Context: an optimization exercise on an open-source flow, tuned for small area and a short achievable clock period. The choices shown serve that exercise and are no tape-out recipe. Where RTL was checked, it was by simulation tests only, not by an equivalence proof against the original. The RTL of run 3 was laid out without a check of its function. No activity file was given, so power comes from the tool's default toggle rates.

==> flow/design.v (outline; a module is shown in full before it is edited, if it fits) <==
// module alu_top: 24 lines
// module ALU: 802 lines
// module alu_fin: 153 lines
// module alu_zd: 70 lines
// module z_nand2: 5 lines
// module z_nor2: 5 lines
// module ha: 6 lines
// module fa: 6 lines
module alu_top(CLK, OP1, OP2, OPRN, OUT, ZERO);
  // ...
==> flow/flow/run.sh <==
#!/bin/bash
set -euo pipefail
bash standard.sh "BUFFER_PORTS_ARGS=-buffer_cell sky130_fd_sc_hd__buf_1" SETUP_SLACK_MARGIN=22.5 finish > standard_flow.log 2>&1
==> flow/standard.sh <==
#!/bin/bash
# synth_recipe.tcl (not shown) runs the flow's synth.tcl, then flattens the netlist and writes it again
# the make line also repeats each setting of config.mk as NAME=value (left out here)
make -C /OpenROAD-flow-scripts/flow DESIGN_CONFIG=/design/flow/config.mk WORK_HOME=/design/flow/orfs CLKGATE_MAP_FILE= SYNTH_SCRIPT=/design/flow/synth_recipe.tcl "${@:-finish}"
==> flow/config.mk <==
export PLATFORM = sky130hd
export DESIGN_NAME = alu_top
export DESIGN_NICKNAME = alu_top
export VERILOG_FILES = /design/flow/design.v
export SDC_FILE = /design/flow/constraint.sdc
export NUM_CORES = 4
export LEC_CHECK = 0
export CAP_MARGIN = 20
export CORE_MARGIN = 2
export CORE_UTILIZATION = 40
export CTS_BUF_LIST = sky130_fd_sc_hd__clkbuf_8
export SLEW_MARGIN = 20
export SYNTH_HIERARCHICAL = 1
export SYNTH_MINIMUM_KEEP_SIZE = 0
==> flow/constraint.sdc <==
create_clock -name core_clock -period 29.5 [get_ports {CLK}]
set_input_delay 5.9000 -clock core_clock [delete_from_list [all_inputs] [get_ports {CLK}]]
set_output_delay 5.9000 -clock core_clock [all_outputs]
set_load 0.01 [all_outputs]
==> parameters.txt, run 1 <==
Parameter                              Value

Cells and area
  Seq area share    10.8%
  Area occupied by registers    0.00204 mm²
  Total area of multi-input combinational cells    0.0144 mm²
  Count of clock-net buffers in the final layout    10
  Final net count    2,215
  Final non-filler cell total    2,385
  Count of fill cells added during filler insertion    4,065
  Most frequent cells in the layout    sky130_fd_sc_hd__xnor2_1 (291), sky130_fd_sc_hd__o22ai_1 (230), sky130_fd_sc_hd__fa_1 (218)
  Antenna diode count    1
  Share of cell area taken by multi-input logic gates    76.1%

Worst hold path
  Worst hold endpoint    out_q[1]$_DFF_P_

Drt
  Post-Route WL    61,700 µm
  Routed met1 length    24,200 µm

Global route
  GR Util met2    43.8%
  Maximum number of pins on one net before global-route repair    44
  First-pass GRT wire length    92,400 µm
  Overall global routing resource usage    27.8%
  Fraction of met1 tracks used by global routing    37.3%
  Number of antenna violations at the first check in global routing    0

Pwr
  Sw power    722 µW
  Sw Share    52.1%
  Power density over the cells    73.4 mW/mm²
  Total power of the final layout    1390 µW

Die
  Top-level I/O count    104
  Y dimension of the die    210 µm

Clocking
  CTS tree    built

Synth
  Post-Syn Area    0.0170 mm²

Critical path
  Worst reg2reg path endpoint    out_q[9]$_DFF_P_
  Critical register-to-register path startpoint    oprn_q[0]$_DFF_P_
  Critical-path top delay cell    sky130_fd_sc_hd__mux2i_2
  Largest delay contributor family on the critical path    adder cells

Outcome
  Result of the run  timing/DRC/antenna clean

STA
  Final worst clock skew    0.0130 ns
==> run 2, diff against run 1 <==
--- a/flow/config.mk
+++ b/flow/config.mk
@@ -8,7 +8,6 @@
 export CAP_MARGIN = 20
 export CORE_MARGIN = 2
 export CORE_UTILIZATION = 40
-export CTS_BUF_LIST = sky130_fd_sc_hd__clkbuf_8
 export SLEW_MARGIN = 20
 export SYNTH_HIERARCHICAL = 1
 export SYNTH_MINIMUM_KEEP_SIZE = 0
==> run 2 against run 1 <==
Still clean on timing, DRC and antenna. Sequential cell count did not move. Via count rose by 0.17%. Wire length rose by 0.97%. Worst setup slack improved by 0.13 ns. Combinational power barely moved. Sequential power barely moved. Core utilization rose by 0.58 points.
==> parameters.txt, run 2 <==
Parameter                              Value

Critical path
  Largest fanout of any net on the critical path    26 (was 40)
  Type of origin of the critical path    flop (unchanged)
  Data required time at the worst endpoint    29.73 ns (was 29.78 ns)
  Worst setup path class    reg -> reg (unchanged)
  Crit path arrival time    7.06 ns (was 7.24 ns)
  Endpoint type of the worst setup path    flop (unchanged)

Global route
  First-pass GRT wire length    92,400 µm (about the same)
  Total gr overflow    0 (unchanged)
  Number of antenna violations at the first check in global routing    0 (unchanged)
  Via count of the first global-routing pass    14,976 (was 14,919)
  Maximum number of pins on one net before global-route repair    44 (unchanged)
  Overall global routing resource usage    27.8% (about the same)

Clocking
  Hold bufs inserted after CTS    0 (unchanged)
  Maximum count of clock buffers along a single path    2 (unchanged)
  Cell chosen for the clock root    sky130_fd_sc_hd__clkbuf_16 (was sky130_fd_sc_hd__clkbuf_8)
  Htree depth    3 (unchanged)
  Clock buffer count from CTS    9 (unchanged)
  Clock-pin slew reported for the worst setup and hold paths after clock tree synthesis    0.07 ns (was 0.10 ns)
  CTS tree    built (unchanged)
  Clock latency on the worst-skew pair    0.35 ns (was 0.38 ns)
  Number of clock sinks seen by CTS    101 (unchanged)

Synth
  Cells after Synth    1,795 (unchanged)
  Post-Syn Area    0.0170 mm² (unchanged)
  Syn. warnings    7 (unchanged)
  Synthesized netlist net count    2,170 (unchanged)
  Mean area per synthesized cell    9.47 µm² (unchanged)

Worst hold path
  Class of the tightest hold or removal check    reg -> reg (unchanged)

STA
  Post-Route Setup TNS    0 ns (unchanged)
  Hold Vio Cnt, Final    0 (unchanged)
  Total setup violations reported at the end of the flow    0 (unchanged)
  Highest clock rate    146 MHz (was 144 MHz)
  Minimum setup slack in the final design    22.67 ns (was 22.54 ns)
  Actual transition at the worst max-transition pin    0.967 ns (was 1.05 ns)
  Final Max Slew Viols    0 (unchanged)
  Slew Limit Headroom    35.0% (was 28.5%)
  Final worst clock skew    0.00707 ns (was 0.0130 ns)
  Minimum clock period after layout    6.83 ns (was 6.96 ns)
  Unrepaired setup endpoints after global routing    false (unchanged)
  Worst hold slack after final layout    0.882 ns (was 0.879 ns)
  Share of the clock period used by the worst path    23.2% (was 23.6%)

Pwr
  Int Power    687 µW (was 664 µW)
  Power density over the cells    73.9 mW/mm² (was 73.4 mW/mm²)
  Sw power    726 µW (was 722 µW)
  Part of the power in the clock network    8.1% (was 6.0%)
  Worst supply voltage drop on vdd    0.0656 mV (was 0.0665 mV)
  Sw Share    51.4% (was 52.1%)
  Share of total power in sequential cells    13.4% (was 13.6%)
  Total power of the final layout    1410 µW (was 1390 µW)
  Leak Pwr    0.00789 µW (was 0.00777 µW)
  Comb pwr share    78.6% (was 80.3%)

Cells and area
  Most frequent cells in the layout    sky130_fd_sc_hd__xnor2_1 (291), sky130_fd_sc_hd__o22ai_1 (230), sky130_fd_sc_hd__fa_1 (218) (unchanged)
  Count of fill cells added during filler insertion    4,034 (was 4,065)
  Area grow syn2layout    12.6% (was 11.1%)
  Most frequent standard cell in the layout excluding fill and tap cells    sky130_fd_sc_hd__xnor2_1 (unchanged)
  Final net count    2,227 (was 2,215)
  Largest registers    op1_q: 32 flops, op2_q: 32 flops, out_q: 32 flops (unchanged)
  Proportion of layout cells with a drive suffix above 1    12.7% (was 12.1%)
  Antenna diode count    0 (was 1)
  Non-Filler Cell Area, Final    0.0191 mm² (was 0.0189 mm²)

Placed design
  Post-detailed-placement half-perimeter wirelength    44,500 µm (unchanged)
  Final Wtd Congestion    0.943 (unchanged)
  Port Buf Inserts    101 (unchanged)
  Cell area after placement    0.0179 mm² (unchanged)
  Setup Slack @ Placement    20.75 ns (unchanged)

Die
  Horizontal extent of the die    210 µm (unchanged)
  Number of placement rows    75 (unchanged)
  Top-level I/O count    104 (unchanged)
  Core area    0.0419 mm² (unchanged)
  Starting density of the core    40.5% (unchanged)
  Y dimension of the die    210 µm (unchanged)
  Die ar.    0.0442 mm² (unchanged)

Drt
  Number of vias in the routed layout    14,869 (was 14,844)
  Pre-antenna DRT Iters    9 (was 8)
  Number of nets with antenna violations after detailed routing    0 (unchanged)
  First DRT Iteration DRCs    1,877 (was 1,901)
  Average wire length per cell after detail routing    26.0 µm (was 25.9 µm)
  Number of remaining DRC errors    0 (unchanged)
  Vias per Instance    6.21 (was 6.22)
  Post-Route WL    62,300 µm (was 61,700 µm)

Outcome
  Result of the run  timing/DRC/antenna clean (unchanged)

Flow run
  Max-cap viol count    0 (unchanged)
-- run 2: critical path, stage by stage (launching register included) --
cell and delay [ns]:
sky130_fd_sc_hd__dfxtp_2 0.36, sky130_fd_sc_hd__buf_12 0.18, sky130_fd_sc_hd__and4bb_4 0.23, sky130_fd_sc_hd__buf_12 0.14
sky130_fd_sc_hd__buf_4 0.17, sky130_fd_sc_hd__a22oi_1 0.23, sky130_fd_sc_hd__buf_4 0.38, sky130_fd_sc_hd__o22ai_1 0.16
sky130_fd_sc_hd__xnor2_1 0.17, sky130_fd_sc_hd__fa_1 0.45, sky130_fd_sc_hd__fa_1 0.46, sky130_fd_sc_hd__fa_1 0.45
sky130_fd_sc_hd__fa_1 0.54, sky130_fd_sc_hd__fa_1 0.45, sky130_fd_sc_hd__ha_4 0.18, sky130_fd_sc_hd__fa_2 0.37
sky130_fd_sc_hd__inv_1 0.07, sky130_fd_sc_hd__ha_1 0.31, sky130_fd_sc_hd__a21o_1 0.21, sky130_fd_sc_hd__a31oi_2 0.24
sky130_fd_sc_hd__a21oi_4 0.06, sky130_fd_sc_hd__a22o_1 0.20, sky130_fd_sc_hd__a21oi_2 0.16, sky130_fd_sc_hd__xnor2_2 0.13
sky130_fd_sc_hd__a221o_1 0.36
-- run 2: final cells by class --
type                       instances  area (µm²)  share of cell area (%)
multi-input combinational       1432       14400                    75.2
clock buffer                      10         239                    1.25
tap                              539         674                    3.53
clock inverter                     6        53.8                   0.281
sequential                       101        2040                    10.7
inverter                         112         420                    2.20
timing repair buffer             196        1320                    6.89
-- run 2: per-stage QoR --
| stage | util, % | std cells |
|---|---|---|
| floorplan | - | 1795 |
| global placement | 42.7 | 2338 |
| detailed placement | 42.7 | 2338 |
| CTS | 44.5 | 2370 |
| global route | 45.6 | 2396 |
| finish | 45.6 | 2396 |
-- run 2: power groups by stage --
stage | Clock (µW) | Sequential, µW | Combinational (µW)
after floorplan | 0 | 191 | 687
after global placement | 0 | 190 | 1000
after detailed placement | 0 | 191 | 1020
after CTS | 116 | 189 | 1060
after global routing | 122 | 190 | 1210
final | 114 | 189 | 1110
-- run 2: worst paths after layout --
kind,startpoint,end,slack [ns],cells past startpoint
worst max-delay path,oprn_q[1]$_DFF_P_,out_q[31]$_DFF_P_,22.67,24
worst min-delay path,op2_q[1]$_DFF_P_,out_q[1]$_DFF_P_,0.88,3
worst max register to register,oprn_q[1]$_DFF_P_,out_q[31]$_DFF_P_,22.67,24
worst min register to register,op2_q[1]$_DFF_P_,out_q[1]$_DFF_P_,0.88,3
-- run 2: timing repair --
| item | CTS | global route |
|---|---|---|
| setup buffers | 9 | 22 |
| setup endpoints to repair | 33 | 19 |
| pin swaps | 6 | 14 |
| resized for setup | 52 | 56 |
| gates cloned | 7 | 4 |
-- run 2: per-layer routing --
| layer | track usage [%] | wire [µm] | vias to the layer above |
|---|---|---|---|
| met5 | 0 | 0 | - |
| li1 | - | - | 6408 |
| met2 | 44.0 | 28200 | 908 |
| met1 | 37.2 | 24500 | 7348 |
| met3 | 6.44 | 6780 | 205 |
| met4 | 10.3 | 2860 | 0 |
==> module alu_fin, before the edit <==
module alu_fin(OUT, ZERO, ms, mcn, fci, sel_s, sel_r, lg, zfix, zuse);
	output [31:0] OUT;
	output ZERO;
	input [31:0] ms, lg;
	input [19:0] mcn;
	wire [31:0] mc = {mcn[19], 1'b0, mcn[18], 1'b0, mcn[17], 1'b0, mcn[16], 1'b0, mcn[15], mcn[14], mcn[13], 1'b0, mcn[12], 1'b0, mcn[11], mcn[10], 1'b0, mcn[9], 1'b0, mcn[8], mcn[7], mcn[6], 1'b0, mcn[5], mcn[4], 1'b0, mcn[3], 1'b0, mcn[2], 1'b0, mcn[1], mcn[0]};
	input fci, sel_s, sel_r, zfix, zuse;
	wire [31:0] fx = ms;
	wire [31:0] fy = mc;
	wire [31:0] pg_p = fx ^ fy;
	wire [31:0] pg_g = fx & fy;
	wire G0_0 = pg_g[0] | (pg_p[0] & fci);
	wire G1_0 = pg_g[1] | (pg_p[1] & G0_0);
	wire G3_2 = pg_g[3] | (pg_p[3] & pg_g[2]);
	wire P3_2 = pg_p[3] & pg_p[2];
	wire G5_4 = pg_g[5] | (pg_p[5] & pg_g[4]);
	wire P5_4 = pg_p[5] & pg_p[4];
	wire G7_6 = pg_g[7] | (pg_p[7] & pg_g[6]);
	wire P7_6 = pg_p[7] & pg_p[6];
	wire G9_8 = pg_g[9] | (pg_p[9] & pg_g[8]);
	wire P9_8 = pg_p[9] & pg_p[8];
	wire G11_10 = pg_g[11] | (pg_p[11] & pg_g[10]);
	wire P11_10 = pg_p[11] & pg_p[10];
	wire G13_12 = pg_g[13] | (pg_p[13] & pg_g[12]);
	wire P13_12 = pg_p[13] & pg_p[12];
	wire G15_14 = pg_g[15] | (pg_p[15] & pg_g[14]);
	wire P15_14 = pg_p[15] & pg_p[14];
	wire G17_16 = pg_g[17] | (pg_p[17] & pg_g[16]);
	wire P17_16 = pg_p[17] & pg_p[16];
	wire G19_18 = pg_g[19] | (pg_p[19] & pg_g[18]);
	wire P19_18 = pg_p[19] & pg_p[18];
	wire G21_20 = pg_g[21] | (pg_p[21] & pg_g[20]);
	wire P21_20 = pg_p[21] & pg_p[20];
	wire G23_22 = pg_g[23] | (pg_p[23] & pg_g[22]);
	wire P23_22 = pg_p[23] & pg_p[22];
	wire G25_24 = pg_g[25] | (pg_p[25] & pg_g[24]);
	wire P25_24 = pg_p[25] & pg_p[24];
	wire G27_26 = pg_g[27] | (pg_p[27] & pg_g[26]);
	wire P27_26 = pg_p[27] & pg_p[26];
	wire G29_28 = pg_g[29] | (pg_p[29] & pg_g[28]);
	wire P29_28 = pg_p[29] & pg_p[28];
	wire G31_30 = pg_g[31] | (pg_p[31] & pg_g[30]);
	wire P31_30 = pg_p[31] & pg_p[30];
	wire G2_0 = pg_g[2] | (pg_p[2] & G1_0);
	wire G3_0 = G3_2 | (P3_2 & G1_0);
	wire G6_4 = pg_g[6] | (pg_p[6] & G5_4);
	wire P6_4 = pg_p[6] & P5_4;
	wire G7_4 = G7_6 | (P7_6 & G5_4);
	wire P7_4 = P7_6 & P5_4;
	wire G10_8 = pg_g[10] | (pg_p[10] & G9_8);
	wire P10_8 = pg_p[10] & P9_8;
	wire G11_8 = G11_10 | (P11_10 & G9_8);
	wire P11_8 = P11_10 & P9_8;
	wire G14_12 = pg_g[14] | (pg_p[14] & G13_12);
	wire P14_12 = pg_p[14] & P13_12;
	wire G15_12 = G15_14 | (P15_14 & G13_12);
	wire P15_12 = P15_14 & P13_12;
	wire G18_16 = pg_g[18] | (pg_p[18] & G17_16);
	wire P18_16 = pg_p[18] & P17_16;
	wire G19_16 = G19_18 | (P19_18 & G17_16);
	wire P19_16 = P19_18 & P17_16;
	wire G22_20 = pg_g[22] | (pg_p[22] & G21_20);
	wire P22_20 = pg_p[22] & P21_20;
	wire G23_20 = G23_22 | (P23_22 & G21_20);
	wire P23_20 = P23_22 & P21_20;
	wire G26_24 = pg_g[26] | (pg_p[26] & G25_24);
	wire P26_24 = pg_p[26] & P25_24;
	wire G27_24 = G27_26 | (P27_26 & G25_24);
	wire P27_24 = P27_26 & P25_24;
	wire G30_28 = pg_g[30] | (pg_p[30] & G29_28);
	wire P30_28 = pg_p[30] & P29_28;
	wire G31_28 = G31_30 | (P31_30 & G29_28);
	wire P31_28 = P31_30 & P29_28;
	wire G4_0 = pg_g[4] | (pg_p[4] & G3_0);
	wire G5_0 = G5_4 | (P5_4 & G3_0);
	wire G6_0 = G6_4 | (P6_4 & G3_0);
	wire G7_0 = G7_4 | (P7_4 & G3_0);
	wire G12_8 = pg_g[12] | (pg_p[12] & G11_8);
	wire P12_8 = pg_p[12] & P11_8;
	wire G13_8 = G13_12 | (P13_12 & G11_8);
	wire P13_8 = P13_12 & P11_8;
	wire G14_8 = G14_12 | (P14_12 & G11_8);
	wire P14_8 = P14_12 & P11_8;
	wire G15_8 = G15_12 | (P15_12 & G11_8);
	wire P15_8 = P15_12 & P11_8;
	wire G20_16 = pg_g[20] | (pg_p[20] & G19_16);
	wire P20_16 = pg_p[20] & P19_16;
	wire G21_16 = G21_20 | (P21_20 & G19_16);
	wire P21_16 = P21_20 & P19_16;
	wire G22_16 = G22_20 | (P22_20 & G19_16);
	wire P22_16 = P22_20 & P19_16;
	wire G23_16 = G23_20 | (P23_20 & G19_16);
	wire P23_16 = P23_20 & P19_16;
	wire G28_24 = pg_g[28] | (pg_p[28] & G27_24);
	wire P28_24 = pg_p[28] & P27_24;
	wire G29_24 = G29_28 | (P29_28 & G27_24);
	wire P29_24 = P29_28 & P27_24;
	wire G30_24 = G30_28 | (P30_28 & G27_24);
	wire P30_24 = P30_28 & P27_24;
	wire G31_24 = G31_28 | (P31_28 & G27_24);
	wire P31_24 = P31_28 & P27_24;
	wire G8_0 = pg_g[8] | (pg_p[8] & G7_0);
	wire G9_0 = G9_8 | (P9_8 & G7_0);
	wire G10_0 = G10_8 | (P10_8 & G7_0);
	wire G11_0 = G11_8 | (P11_8 & G7_0);
	wire G12_0 = G12_8 | (P12_8 & G7_0);
	wire G13_0 = G13_8 | (P13_8 & G7_0);
	wire G14_0 = G14_8 | (P14_8 & G7_0);
	wire G15_0 = G15_8 | (P15_8 & G7_0);
	wire G24_16 = pg_g[24] | (pg_p[24] & G23_16);
	wire P24_16 = pg_p[24] & P23_16;
	wire G25_16 = G25_24 | (P25_24 & G23_16);
	wire P25_16 = P25_24 & P23_16;
	wire G26_16 = G26_24 | (P26_24 & G23_16);
	wire P26_16 = P26_24 & P23_16;
	wire G27_16 = G27_24 | (P27_24 & G23_16);
	wire P27_16 = P27_24 & P23_16;
	wire G28_16 = G28_24 | (P28_24 & G23_16);
	wire P28_16 = P28_24 & P23_16;
	wire G29_16 = G29_24 | (P29_24 & G23_16);
	wire P29_16 = P29_24 & P23_16;
	wire G30_16 = G30_24 | (P30_24 & G23_16);
	wire P30_16 = P30_24 & P23_16;
	wire G31_16 = G31_24 | (P31_24 & G23_16);
	wire P31_16 = P31_24 & P23_16;
	wire G16_0 = pg_g[16] | (pg_p[16] & G15_0);
	wire G17_0 = G17_16 | (P17_16 & G15_0);
	wire G18_0 = G18_16 | (P18_16 & G15_0);
	wire G19_0 = G19_16 | (P19_16 & G15_0);
	wire G20_0 = G20_16 | (P20_16 & G15_0);
	wire G21_0 = G21_16 | (P21_16 & G15_0);
	wire G22_0 = G22_16 | (P22_16 & G15_0);
	wire G23_0 = G23_16 | (P23_16 & G15_0);
	wire G24_0 = G24_16 | (P24_16 & G15_0);
	wire G25_0 = G25_16 | (P25_16 & G15_0);
	wire G26_0 = G26_16 | (P26_16 & G15_0);
	wire G27_0 = G27_16 | (P27_16 & G15_0);
	wire G28_0 = G28_16 | (P28_16 & G15_0);
	wire G29_0 = G29_16 | (P29_16 & G15_0);
	wire G30_0 = G30_16 | (P30_16 & G15_0);
	wire G31_0 = G31_16 | (P31_16 & G15_0);
	wire [31:0] cy = {G30_0, G29_0, G28_0, G27_0, G26_0, G25_0, G24_0, G23_0, G22_0, G21_0, G20_0, G19_0, G18_0, G17_0, G16_0, G15_0, G14_0, G13_0, G12_0, G11_0, G10_0, G9_0, G8_0, G7_0, G6_0, G5_0, G4_0, G3_0, G2_0, G1_0, G0_0, fci};
	wire [31:0] sum = pg_p ^ cy;
	wire [31:0] srev;
	genvar gi;
	generate for (gi = 0; gi < 32; gi = gi + 1) begin : rev_s
		assign srev[gi] = sum[31-gi];
	end endgenerate
	assign OUT = ({32{sel_s}} & sum) | ({32{sel_r}} & srev) | lg;
	wire zs;
	alu_zd u_zd(zs, pg_p, pg_p | pg_g, fci);
	assign ZERO = zfix | (zuse & zs);
endmodule
==> run 3, diff against run 2 <==
--- a/flow/design.v
+++ b/flow/design.v
@@ -838,6 +838,94 @@
 	wire [31:0] fy = mc;
 	wire [31:0] pg_p = fx ^ fy;
 	wire [31:0] pg_g = fx & fy;
+	wire [31:0] sum;
+	alu_add u_add(sum, pg_p, {pg_g[31], pg_g[29], pg_g[27], pg_g[25], pg_g[23], pg_g[22], pg_g[21], pg_g[19], pg_g[17], pg_g[16], pg_g[14], pg_g[12], pg_g[11], pg_g[10], pg_g[8], pg_g[7], pg_g[5], pg_g[3], pg_g[1], pg_g[0]}, fci);
+	wire [31:0] srev;
+	genvar gi;
+	generate for (gi = 0; gi < 32; gi = gi + 1) begin : rev_s
+		assign srev[gi] = sum[31-gi];
+	end endgenerate
+	assign OUT = ({32{sel_s}} & sum) | ({32{sel_r}} & srev) | lg;
+	wire zs;
+	alu_zd u_zd(zs, pg_p, pg_p | pg_g, fci);
+	assign ZERO = zfix | (zuse & zs);
+endmodule
+module alu_zd(zs, p, t, fci);
+	output zs;
+	input [31:0] p, t;
+	input fci;
+	wire [31:0] zq = {t[30:0], 1'b0} | {32{fci}};
+	wire [31:0] e = ~(p ^ zq);   
+	wire z0_0;
+	z_nand2 u_z0_0(z0_0, e[0], e[1]);
+	wire z0_1;
+	z_nand2 u_z0_1(z0_1, e[2], e[3]);
+	wire z0_2;
+	z_nand2 u_z0_2(z0_2, e[4], e[5]);
+	wire z0_3;
+	z_nand2 u_z0_3(z0_3, e[6], e[7]);
+	wire z0_4;
+	z_nand2 u_z0_4(z0_4, e[8], e[9]);
+	wire z0_5;
+	z_nand2 u_z0_5(z0_5, e[10], e[11]);
+	wire z0_6;
+	z_nand2 u_z0_6(z0_6, e[12], e[13]);
+	wire z0_7;
+	z_nand2 u_z0_7(z0_7, e[14], e[15]);
+	wire z0_8;
+	z_nand2 u_z0_8(z0_8, e[16], e[17]);
+	wire z0_9;
+	z_nand2 u_z0_9(z0_9, e[18], e[19]);
+	wire z0_10;
+	z_nand2 u_z0_10(z0_10, e[20], e[21]);
+	wire z0_11;
+	z_nand2 u_z0_11(z0_11, e[22], e[23]);
+	wire z0_12;
+	z_nand2 u_z0_12(z0_12, e[24], e[25]);
+	wire z0_13;
+	z_nand2 u_z0_13(z0_13, e[26], e[27]);
+	wire z0_14;
+	z_nand2 u_z0_14(z0_14, e[28], e[29]);
+	wire z0_15;
+	z_nand2 u_z0_15(z0_15, e[30], e[31]);
+	wire z1_0;
+	z_nor2 u_z1_0(z1_0, z0_0, z0_1);
+	wire z1_1;
+	z_nor2 u_z1_1(z1_1, z0_2, z0_3);
+	wire z1_2;
+	z_nor2 u_z1_2(z1_2, z0_4, z0_5);
+	wire z1_3;
+	z_nor2 u_z1_3(z1_3, z0_6, z0_7);
+	wire z1_4;
+	z_nor2 u_z1_4(z1_4, z0_8, z0_9);
+	wire z1_5;
+	z_nor2 u_z1_5(z1_5, z0_10, z0_11);
+	wire z1_6;
+	z_nor2 u_z1_6(z1_6, z0_12, z0_13);
+	wire z1_7;
+	z_nor2 u_z1_7(z1_7, z0_14, z0_15);
+	wire z2_0;
+	z_nand2 u_z2_0(z2_0, z1_0, z1_1);
+	wire z2_1;
+	z_nand2 u_z2_1(z2_1, z1_2, z1_3);
+	wire z2_2;
+	z_nand2 u_z2_2(z2_2, z1_4, z1_5);
+	wire z2_3;
+	z_nand2 u_z2_3(z2_3, z1_6, z1_7);
+	wire z3_0;
+	z_nor2 u_z3_0(z3_0, z2_0, z2_1);
+	wire z3_1;
+	z_nor2 u_z3_1(z3_1, z2_2, z2_3);
+	wire z4_0;
+	z_nand2 u_z4_0(z4_0, z3_0, z3_1);
+	assign zs = ~z4_0;
+endmodule
+module alu_add(sum, pg_p, gn, fci);
+	output [31:0] sum;
+	input [31:0] pg_p;
+	input [19:0] gn;
+	input fci;
+	wire [31:0] pg_g = {gn[19], 1'b0, gn[18], 1'b0, gn[17], 1'b0, gn[16], 1'b0, gn[15], gn[14], gn[13], 1'b0, gn[12], 1'b0, gn[11], gn[10], 1'b0, gn[9], 1'b0, gn[8], gn[7], gn[6], 1'b0, gn[5], gn[4], 1'b0, gn[3], 1'b0, gn[2], 1'b0, gn[1], gn[0]};
 	wire G0_0 = pg_g[0] | (pg_p[0] & fci);
 	wire G1_0 = pg_g[1] | (pg_p[1] & G0_0);
 	wire G3_2 = pg_g[3] | (pg_p[3] & pg_g[2]);
@@ -969,86 +1057,7 @@
 	wire G30_0 = G30_16 | (P30_16 & G15_0);
 	wire G31_0 = G31_16 | (P31_16 & G15_0);
 	wire [31:0] cy = {G30_0, G29_0, G28_0, G27_0, G26_0, G25_0, G24_0, G23_0, G22_0, G21_0, G20_0, G19_0, G18_0, G17_0, G16_0, G15_0, G14_0, G13_0, G12_0, G11_0, G10_0, G9_0, G8_0, G7_0, G6_0, G5_0, G4_0, G3_0, G2_0, G1_0, G0_0, fci};
-	wire [31:0] sum = pg_p ^ cy;
-	wire [31:0] srev;
-	genvar gi;
-	generate for (gi = 0; gi < 32; gi = gi + 1) begin : rev_s
-		assign srev[gi] = sum[31-gi];
-	end endgenerate
-	assign OUT = ({32{sel_s}} & sum) | ({32{sel_r}} & srev) | lg;
-	wire zs;
-	alu_zd u_zd(zs, pg_p, pg_p | pg_g, fci);
-	assign ZERO = zfix | (zuse & zs);
-endmodule
-module alu_zd(zs, p, t, fci);
-	output zs;
-	input [31:0] p, t;
-	input fci;
-	wire [31:0] zq = {t[30:0], 1'b0} | {32{fci}};
-	wire [31:0] e = ~(p ^ zq);   
-	wire z0_0;
-	z_nand2 u_z0_0(z0_0, e[0], e[1]);
-	wire z0_1;
-	z_nand2 u_z0_1(z0_1, e[2], e[3]);
-	wire z0_2;
-	z_nand2 u_z0_2(z0_2, e[4], e[5]);
-	wire z0_3;
-	z_nand2 u_z0_3(z0_3, e[6], e[7]);
-	wire z0_4;
-	z_nand2 u_z0_4(z0_4, e[8], e[9]);
-	wire z0_5;
-	z_nand2 u_z0_5(z0_5, e[10], e[11]);
-	wire z0_6;
-	z_nand2 u_z0_6(z0_6, e[12], e[13]);
-	wire z0_7;
-	z_nand2 u_z0_7(z0_7, e[14], e[15]);
-	wire z0_8;
-	z_nand2 u_z0_8(z0_8, e[16], e[17]);
-	wire z0_9;
-	z_nand2 u_z0_9(z0_9, e[18], e[19]);
-	wire z0_10;
-	z_nand2 u_z0_10(z0_10, e[20], e[21]);
-	wire z0_11;
-	z_nand2 u_z0_11(z0_11, e[22], e[23]);
-	wire z0_12;
-	z_nand2 u_z0_12(z0_12, e[24], e[25]);
-	wire z0_13;
-	z_nand2 u_z0_13(z0_13, e[26], e[27]);
-	wire z0_14;
-	z_nand2 u_z0_14(z0_14, e[28], e[29]);
-	wire z0_15;
-	z_nand2 u_z0_15(z0_15, e[30], e[31]);
-	wire z1_0;
-	z_nor2 u_z1_0(z1_0, z0_0, z0_1);
-	wire z1_1;
-	z_nor2 u_z1_1(z1_1, z0_2, z0_3);
-	wire z1_2;
-	z_nor2 u_z1_2(z1_2, z0_4, z0_5);
-	wire z1_3;
-	z_nor2 u_z1_3(z1_3, z0_6, z0_7);
-	wire z1_4;
-	z_nor2 u_z1_4(z1_4, z0_8, z0_9);
-	wire z1_5;
-	z_nor2 u_z1_5(z1_5, z0_10, z0_11);
-	wire z1_6;
-	z_nor2 u_z1_6(z1_6, z0_12, z0_13);
-	wire z1_7;
-	z_nor2 u_z1_7(z1_7, z0_14, z0_15);
-	wire z2_0;
-	z_nand2 u_z2_0(z2_0, z1_0, z1_1);
-	wire z2_1;
-	z_nand2 u_z2_1(z2_1, z1_2, z1_3);
-	wire z2_2;
-	z_nand2 u_z2_2(z2_2, z1_4, z1_5);
-	wire z2_3;
-	z_nand2 u_z2_3(z2_3, z1_6, z1_7);
-	wire z3_0;
-	z_nor2 u_z3_0(z3_0, z2_0, z2_1);
-	wire z3_1;
-	z_nor2 u_z3_1(z3_1, z2_2, z2_3);
-	wire z4_0;
-	z_nand2 u_z4_0(z4_0, z3_0, z3_1);
-	assign zs = ~z4_0;
+	assign sum = pg_p ^ cy;
 endmodule
 module z_nand2(y, a, b);
 	output y;
==> flow/flow/run.sh (replaced) <==
#!/bin/bash
set -euo pipefail
bash standard.sh "BUFFER_PORTS_ARGS=-buffer_cell sky130_fd_sc_hd__buf_1" SETUP_SLACK_MARGIN=22 finish > standard_flow.log 2>&1
==> run 3 against run 2 <==
Sequential cell count unchanged. Power is 0.47% higher. Non-clock buffer count down 26. Die area up 0.44%. Register-to-register slack got worse by 0.41 ns. Still clean. Largest power group unchanged. Clock skew rose by 0.0090 ns. Final cell count fell by 1.3%. Critical path depth fell by 1. Critical path type unchanged.
==> parameters.txt, run 3 <==
Parameter                              Value

Critical path
  Largest fanout of any net on the critical path    28 (was 26)
  Worst setup path class    reg -> reg (unchanged)
  Most frequent cell on the critical path    sky130_fd_sc_hd__fa_1 (unchanged)
  Type of origin of the critical path    flop (unchanged)
  Critical path cell sequence    inv_1 -> ha_2 -> nor2b_2 -> a22o_1 -> buf_4 -> a222oi_1 -> xnor2_1 -> fa_1 -> fa_1 -> fa_1 -> fa_1 -> fa_1 -> ha_1 -> fa_1 -> inv_1 -> ha_1 -> a31oi_4 -> nand2b_1 -> nor2_1 -> a311o_1 -> nor2_1 -> xnor2_1 -> a221o_1 (was buf_12 -> and4bb_4 -> buf_12 -> buf_4 -> a22oi_1 -> buf_4 -> o22ai_1 -> xnor2_1 -> fa_1 -> fa_1 -> fa_1 -> fa_1 -> fa_1 -> ha_4 -> fa_2 -> inv_1 -> ha_1 -> a21o_1 -> a31oi_2 -> a21oi_4 -> a22o_1 -> a21oi_2 -> xnor2_2 -> a221o_1)
  Crit path from    op2_q[2]$_DFF_P_ (was oprn_q[1]$_DFF_P_)
  Crit path arrival time    7.47 ns (was 7.06 ns)
  Data required time at the worst endpoint    29.73 ns (about the same)
  Critical-path top delay cell    sky130_fd_sc_hd__fa_1 (unchanged)
  Critical path's largest stage delay    0.53 ns (was 0.54 ns)
  Critical register-to-register path startpoint    op2_q[2]$_DFF_P_ (was oprn_q[1]$_DFF_P_)
  Endpoint type of the worst setup path    flop (unchanged)

STA
  Highest clock rate    138 MHz (was 146 MHz)
  Hold Vio Cnt, Final    0 (unchanged)
  Unrepaired setup endpoints after global routing    true (was false)
  Slew Limit Headroom    24.5% (was 35.0%)
  Actual transition at the worst max-transition pin    1.12 ns (was 0.967 ns)
  Share of the clock period used by the worst path    24.5% (was 23.2%)
  Total setup violations reported at the end of the flow    0 (unchanged)
  Post-Route Setup TNS    0 ns (unchanged)
  Minimum clock period after layout    7.24 ns (was 6.83 ns)
  Final worst clock skew    0.0161 ns (was 0.00707 ns)
  Final Max Slew Viols    0 (unchanged)

Global route
  First-pass GRT wire length    90,200 µm (was 92,400 µm)
  Number of antenna violations at the first check in global routing    0 (unchanged)
  Total gr overflow    0 (unchanged)
  Maximum number of pins on one net before global-route repair    63 (was 44)
  Overall global routing resource usage    27.1% (was 27.8%)
  Via count of the first global-routing pass    14,629 (was 14,976)

Clocking
  Clock-pin slew reported for the worst setup and hold paths after clock tree synthesis    0.08 ns (was 0.07 ns)
  CTS tree    built (unchanged)
  Htree depth    3 (unchanged)
  Number of clock sinks seen by CTS    101 (unchanged)
  Clock buffer count from CTS    9 (unchanged)
  Cell chosen for the clock root    sky130_fd_sc_hd__clkbuf_16 (unchanged)
  Clock latency on the worst-skew pair    0.35 ns (about the same)
  Hold bufs inserted after CTS    0 (unchanged)
  Maximum count of clock buffers along a single path    2 (unchanged)

Cells and area
  Total area of multi-input combinational cells    0.0142 mm² (was 0.0144 mm²)
  Count of fill cells added during filler insertion    4,003 (was 4,034)
  Final core area utilization    44.3% (was 45.6%)
  Most frequent cells in the layout    sky130_fd_sc_hd__xnor2_1 (291), sky130_fd_sc_hd__o22ai_1 (230), sky130_fd_sc_hd__fa_1 (222) (was sky130_fd_sc_hd__xnor2_1 (291), sky130_fd_sc_hd__o22ai_1 (230), sky130_fd_sc_hd__fa_1 (218))
  Area occupied by registers    0.00203 mm² (was 0.00204 mm²)
  Proportion of layout cells with a drive suffix above 1    9.96% (was 12.7%)
  Final net count    2,199 (was 2,227)
  Largest registers    op1_q: 32 flops, op2_q: 32 flops, out_q: 32 flops (unchanged)
  Antenna diode count    0 (unchanged)
  Most frequent standard cell in the layout excluding fill and tap cells    sky130_fd_sc_hd__xnor2_1 (unchanged)
  Area grow syn2layout    9.16% (was 12.6%)
  Final non-filler cell total    2,366 (was 2,396)

Pwr
  Comb pwr share    78.6% (about the same)
  Sw power    752 µW (was 726 µW)
  Int Power    668 µW (was 687 µW)
  Share of total power in sequential cells    13.3% (was 13.4%)
  Worst supply voltage drop on vdd    0.0755 mV (was 0.0656 mV)
  Power density over the cells    76.2 mW/mm² (was 73.9 mW/mm²)
  Part of the power in the clock network    8.0% (was 8.1%)
  Sw Share    53.0% (was 51.4%)
  Leak Pwr    0.00772 µW (was 0.00789 µW)

Drt
  Average wire length per cell after detail routing    25.7 µm (was 26.0 µm)
  First DRT Iteration DRCs    2,019 (was 1,877)
  Vias per Instance    6.23 (was 6.21)
  Number of remaining DRC errors    0 (unchanged)
  Pre-antenna DRT Iters    8 (was 9)
  Number of vias in the routed layout    14,747 (was 14,869)
  Post-Route WL    60,900 µm (was 62,300 µm)
  Number of nets with antenna violations after detailed routing    0 (unchanged)

Synth
  Mean area per synthesized cell    9.53 µm² (was 9.47 µm²)
  Post-Syn Area    0.0171 mm² (was 0.0170 mm²)
  Synthesized netlist net count    2,168 (was 2,170)
  Cells after Synth    1,791 (was 1,795)
  Syn. warnings    7 (unchanged)

Die
  Top-level I/O count    104 (unchanged)
  Horizontal extent of the die    211 µm (was 210 µm)
  Starting density of the core    40.6% (was 40.5%)
  Y dimension of the die    211 µm (was 210 µm)
  Core area    0.0420 mm² (was 0.0419 mm²)
  Number of placement rows    75 (unchanged)
  Die ar.    0.0444 mm² (was 0.0442 mm²)

Outcome
  Result of the run  timing/DRC/antenna clean (unchanged)

Placed design
  Port Buf Inserts    101 (unchanged)
  Final Wtd Congestion    0.968 (was 0.943)
  Post-detailed-placement half-perimeter wirelength    44,200 µm (was 44,500 µm)
  Total placed cells including tap cells    2,337 (was 2,338)

Flow run
  Max-cap viol count    0 (unchanged)

Worst hold path
  Class of the tightest hold or removal check    reg -> reg (unchanged)
  Worst Min Path Start    op1_q[1]$_DFF_P_ (was op2_q[1]$_DFF_P_)
==> run 3: worst paths after layout <==
path,endpoint,slack [ns],depth (start not counted)
max,out_q[30]$_DFF_P_,22.26,23
min,out_q[1]$_DFF_P_,0.87,3
max reg2reg,out_q[30]$_DFF_P_,22.26,23
min reg2reg,out_q[1]$_DFF_P_,0.87,3
==> run 3: final cells by class <==
cell class	count	area share, %
Timing Repair Buffer	170	5.44
Tap cell	539	3.62
Multi-Input combinational cell	1432	76.3
Clock inverter	4	0.175
Sequential cell	101	10.9
Inverter	108	2.18
Clock buffer	12	1.38
==> run 3: power by group through the flow <==
stage / clock [µW] / sequential (µW) / combinational [µW]
4_1_cts: 115 / 188 / 1110
5_1_grt: 121 / 191 / 1220
3_3_place_gp: 0 / 191 / 1070
2_1_floorplan: 0 / 191 / 744
3_5_place_dp: 0 / 191 / 1090
6_report: 114 / 189 / 1120
==> run 3: critical path: cells and delay by family, from the launching register on <==
| kind | cells | cell delay [ns] |
|---|---|---|
| AND/OR/NAND/NOR | 4 | 0.60 |
| XOR/XNOR | 2 | 0.37 |
| flip-flops | 1 | 0.46 |
| AO/OA/AOI/OAI | 5 | 1.65 |
| adder cells (fa/ha/maj) | 9 | 3.62 |
| buffers and inverters | 3 | 0.43 |
==> run 3: per-layer routing <==
layer | GRT usage, % | up-vias | share of wire (%)
li1 | - | 6361 | -
met1 | 35.2 | 7276 | 39
met2 | 43.1 | 921 | 46
met3 | 7.94 | 189 | 12
met4 | 8.94 | 0 | 3.7
met5 | 0 | - | 0
==> run 3: timing repair <==
item / 4_1_cts / 5_1_grt
endpoints found under the setup margin: 33 / 17
pin swaps: 0 / 4
gates resized for setup: 20 / 33
cloned: 1 / 5
endpoints found under the hold margin: 0 / 0
setup buffers: 0 / 7
==> run 3: stage by stage <==
stage	area (µm²)	hold slack, ns	power [µW]	setup slack [ns]
after floorplan	17100	0.655	935	22.51
after global routing	18600	0.895	1530	21.99
after global placement	18000	0.821	1260	20.72
final	18600	0.867	1420	22.26
after CTS	18300	0.845	1410	22.03
after detailed placement	18000	0.815	1290	20.57

[what the ideal ports hide]
In the flow no input, the clock included, has a driving cell. The finished layouts below were timed again as built, in two steps.
Step 1 (the two cells are an assumption about what drives the block):
set clk [get_ports {CLK}]
set_driving_cell -lib_cell sky130_fd_sc_hd__clkbuf_16 $clk
set_driving_cell -lib_cell sky130_fd_sc_hd__buf_2 [delete_from_list [all_inputs] $clk]
Step 2, shift: input delay + t, output delay - t, t = (earliest + latest rising clock arrival at the registers) / 2. This alone moves slack from input paths to output paths.
Slacks: no drivers / after step 1 / after step 2; pairs: no drivers / after step 1.
| run | t, ns | setup slack, ns | worst setup path after step 2 |
|---|---|---|---|
| run 1 | 0.409 | 22.536 / 22.536 / 22.536 | register to register |
| run 2 | 0.389 | 22.670 / 22.670 / 22.670 | register to register |
| run 3 | 0.377 | 22.260 / 22.260 / 22.260 | register to register |
After both steps every run listed still meets setup and hold.
